From an optimization exercise on the open Yosys and OpenROAD flow, aimed at small area; shortcuts taken in it are not production practice. RTL that was checked went through simulation tests only; none was proved equivalent to the original. No activity file was given, so power comes from the tool's default toggle rates.

## before
Design SonarOnChip, start of the top module:
module SonarOnChip(
    input wire wb_clk_i,
    input wire wb_rst_i,
    input wire wbs_stb_i,
    input wire wbs_cyc_i,
    input wire wbs_we_i,
    input wire [3:0] wbs_sel_i,
    input wire [31:0] wbs_dat_i,
    input wire [31:0] wbs_adr_i,
    output wire wbs_ack_o,
    output wire [31:0] wbs_dat_o,
    input wire  [37:0] io_in,
    output wire [37:0] io_out,
    output wire [37:0] io_oeb
  );
Size in the first run: roughly 5700 cells after synthesis, about 220 I/O pins, about 62000 um^2 of cells after synthesis.
Settings: LEC_CHECK=0, CAP_MARGIN=5, CORE_MARGIN=2, CORE_UTILIZATION=45, PLACE_DENSITY=0.6, SLEW_MARGIN=5, SYNTH_HIERARCHICAL=1, SYNTH_MINIMUM_KEEP_SIZE=0; clock period 12.0 ns.
standard.sh (not shown) runs the stock make flow with config.mk's settings and CLKGATE_MAP_FILE= SYNTH_SCRIPT=/design/flow/synth_recipe.tcl, a recipe that flattens the netlist after the stock synthesis.
==> flow/flow/run.sh <==
#!/bin/bash
# Standard layout; clock tree synthesis adds no dummy loads and builds the
# tree from small clock buffers.
set -euo pipefail
export CTS_ARGS="-sink_clustering_enable -repair_clock_nets -dont_use_dummy_load -buf_list sky130_fd_sc_hd__clkbuf_4"
bash standard.sh > standard_make.log 2>&1
before went all the way through the flow, and no timing, DRC or antenna check failed.
### before -> after
Settings: a change of CAP_MARGIN from 5 to 20; a change of SLEW_MARGIN from 5 to 20.
==> flow/flow/run.sh <==
#!/bin/bash
# Standard layout, with clock tree synthesis told not to add dummy loads.
set -euo pipefail
export CTS_ARGS="-sink_clustering_enable -repair_clock_nets -dont_use_dummy_load"
bash standard.sh > standard_make.log 2>&1
### Flow results
Compared with before, in after fraction of power spent switching nets dropped 1.2 points; final area now larger. Level count of the clock H-tree for after: 2 down relative to before. Higher final net count among before and after: before. before and after ended up with roughly the same final cycle utilization of the critical path. Internal cell power deteriorates in after relative to before. Number of signal-net buffers in the layout: after vs before up 1. Going from before to after, count of clock-buffer cells in the layout down about 60%; minimum setup slack in the final design up 0.0051 ns.

== exp/lagoon ==
SonarOnChip again, from the RTL that the note above started with.
==> flow/config.mk <==
export PLATFORM = sky130hd
export DESIGN_NAME = SonarOnChip
export DESIGN_NICKNAME = SonarOnChip
export VERILOG_FILES = /design/flow/design.v
export SDC_FILE = /design/flow/constraint.sdc
export NUM_CORES = 4
export LEC_CHECK = 0
export CAP_MARGIN = 20
export CORE_MARGIN = 2
export CORE_UTILIZATION = 45
export PLACE_DENSITY = 0.6
export SLEW_MARGIN = 20
export SYNTH_HIERARCHICAL = 1
export SYNTH_MINIMUM_KEEP_SIZE = 0
==> flow/constraint.sdc <==
create_clock -name core_clock -period 12.0 [get_ports {wb_clk_i}]
set_input_delay 2.4000 -clock core_clock [delete_from_list [all_inputs] [get_ports {wb_clk_i}]]
set_output_delay 2.4000 -clock core_clock [all_outputs]
set_load 0.01 [all_outputs]
==> flow/flow/run.sh <==
#!/bin/bash
# Standard layout; clock tree synthesis adds no dummy loads and builds the
# tree from clkbuf_8 cells driving clusters of up to 16 flip-flops.
set -euo pipefail
export CTS_ARGS="-sink_clustering_enable -repair_clock_nets -dont_use_dummy_load -buf_list sky130_fd_sc_hd__clkbuf_8 -sink_clustering_size 16 -sink_clustering_max_diameter 60"
bash standard.sh > standard_make.log 2>&1
exp/lagoon completed; timing, DRC and antenna clean
Modified inputs, exp/amber compared to exp/lagoon
==> flow/flow/run.sh <==
#!/bin/bash
# Standard layout; clock tree synthesis adds no dummy loads and builds the
# tree from small clock buffers driving clusters of up to 8 flip-flops.
set -euo pipefail
export CTS_ARGS="-sink_clustering_enable -repair_clock_nets -dont_use_dummy_load -buf_list sky130_fd_sc_hd__clkbuf_4 -sink_clustering_size 8 -sink_clustering_max_diameter 50"
bash standard.sh > standard_make.log 2>&1
[summary]
exp/amber finished every step from synthesis to the final layout, and the layout passed the timing, design-rule and antenna checks.
Summary of the comparison: fraction of final layout cells with drive strength greater than 1 is higher in exp/amber, relative to exp/lagoon.
The final area on exp/lagoon is in line with that on exp/amber.
On utilization, exp/amber and exp/lagoon are neck and neck.
On number of vias per cell, exp/amber and exp/lagoon are basically level.
Summary of exp/amber over exp/lagoon: overall routed net length has remained practically unchanged; worst path setup slack after routing has increased.

== job 6368 ==
SonarOnChip, a different RTL version from the one above (not shown whole).
Size: about 220 I/O pins, ~62000 sq um of cells after synthesis.
Settings: LEC_CHECK=0, CAP_MARGIN=20, CORE_MARGIN=2, CORE_UTILIZATION=45, PLACE_DENSITY=0.6, SLEW_MARGIN=20, SYNTH_HIERARCHICAL=1, SYNTH_MINIMUM_KEEP_SIZE=0; clock period 12.0 ns.
run.sh (not shown) runs the stock make flow with config.mk's settings and CLKGATE_MAP_FILE= SYNTH_SCRIPT=/design/flow/synth_recipe.tcl, a recipe that flattens the netlist after the stock synthesis.
Stock flow here: none of the scripts above is used.
Inputs modified between job 6368 and job 5549:
==> flow/flow/run.sh (new file) <==
#!/bin/bash
# Standard layout, with clock tree synthesis told not to add dummy loads.
set -euo pipefail
export CTS_ARGS="-sink_clustering_enable -repair_clock_nets -dont_use_dummy_load"
bash standard.sh > standard_make.log 2>&1
==> flow/standard.sh (new file) <==
#!/bin/bash
# synth_recipe.tcl (not shown) runs the flow's synth.tcl, then flattens the netlist and writes it again
# the make line also repeats each setting of config.mk as NAME=value (left out here)
make -C /OpenROAD-flow-scripts/flow DESIGN_CONFIG=/design/flow/config.mk WORK_HOME=/design/flow/orfs CLKGATE_MAP_FILE= SYNTH_SCRIPT=/design/flow/synth_recipe.tcl "${@:-finish}"
removed: flow/run.sh
Notes after the runs:
Going from job 6368 to job 5549, cell area shrank slightly.
Higher antenna cell count was reported by job 6368, not job 5549.
The core of job 5549 is less densely filled than that of job 6368.
From job 6368 to job 5549, total iterations of the first detailed-routing run did not move at all.
In terms of first-pass GRT wire length, job 5549 and job 6368 differ only marginally.
Between job 6368 and job 5549, the maximum operating frequency does not differ in any meaningful way.
Cmp job 5549 vs job 6368: share of power burned in combinational logic higher in job 5549
The total wirelength of the detailed-routed design on job 5549 is in line with that on job 6368.
In terms of hold slack, job 6368 and job 5549 differ only marginally.
Job 6368 has higher layout-stage area growth over the synthesis result than job 5549.
Modified inputs, job 3218 compared to job 5549
==> flow/flow/run.sh <==
#!/bin/bash
# Standard layout; clock tree synthesis adds no dummy loads and builds the
# tree from small clock buffers.
set -euo pipefail
export CTS_ARGS="-sink_clustering_enable -repair_clock_nets -dont_use_dummy_load -buf_list sky130_fd_sc_hd__clkbuf_4"
bash standard.sh > standard_make.log 2>&1
[summary]
Final critical-path setup slack up 0.35 ns in job 3218 wrt job 5549
Every stage of the flow completed for job 3218, and the final layout passed the timing, design-rule and antenna checks.
Global-route usage for job 3218: 0.16 points up relative to job 5549
Fraction of met2 tracks used by global routing came out higher on job 3218 than on job 5549.
Between job 5549 and job 3218, the utilization is higher for job 5549.
In the flow results for job 5549 and job 3218, the portion of total power attributed to combinational logic is larger on job 3218.
Function was not checked in any run of this note: the RTL went through the layout flow alone.

==> re-timing with driven ports <==
Ports are ideal in the flow. The routed layouts listed here were re-timed in OpenROAD. Step 1: set_driving_cell puts a clkbuf_16 on wb_clk_i and a buf_2 on each other input, an assumption about the parent block. Step 2, shift: input delay + t, output delay - t, t = (earliest + latest rising clock arrival at the registers) / 2. This alone moves slack from input paths to output paths. Slacks: no drivers / after step 1 / after step 2; pairs: no drivers / after step 1.
run | t, ns | setup slack, ns | latest minus earliest clock arrival (ns) | worst register clock-pin slew, ns
before | 1.090 | 1.413 / 1.413 / 0.830 | 0.130 / 0.131 | 0.08 / 0.08
after | 0.736 | 1.418 / 1.418 / 0.819 | 0.131 / 0.131 | 0.06 / 0.06
exp/lagoon | 0.800 | 1.391 / 1.391 / 0.864 | 0.165 / 0.165 | 0.11 / 0.11
exp/amber | 1.031 | 1.410 / 1.410 / 0.872 | 0.175 / 0.175 | 0.11 / 0.11
job 6368 | 0.730 | 2.282 / 2.247 / 1.517 | 0.065 / 0.065 | 0.09 / 0.09
job 5549 | 0.715 | 2.272 / 2.232 / 1.518 | 0.070 / 0.071 | 0.07 / 0.07
job 3218 | 1.042 | 2.626 / 2.625 / 1.611 | 0.139 / 0.139 | 0.07 / 0.07
After both steps setup and hold are still met in every run listed. For job 3218, which loses most, drivers alone change the setup slack by -0.001 ns; drivers and shift together by -1.015 ns.
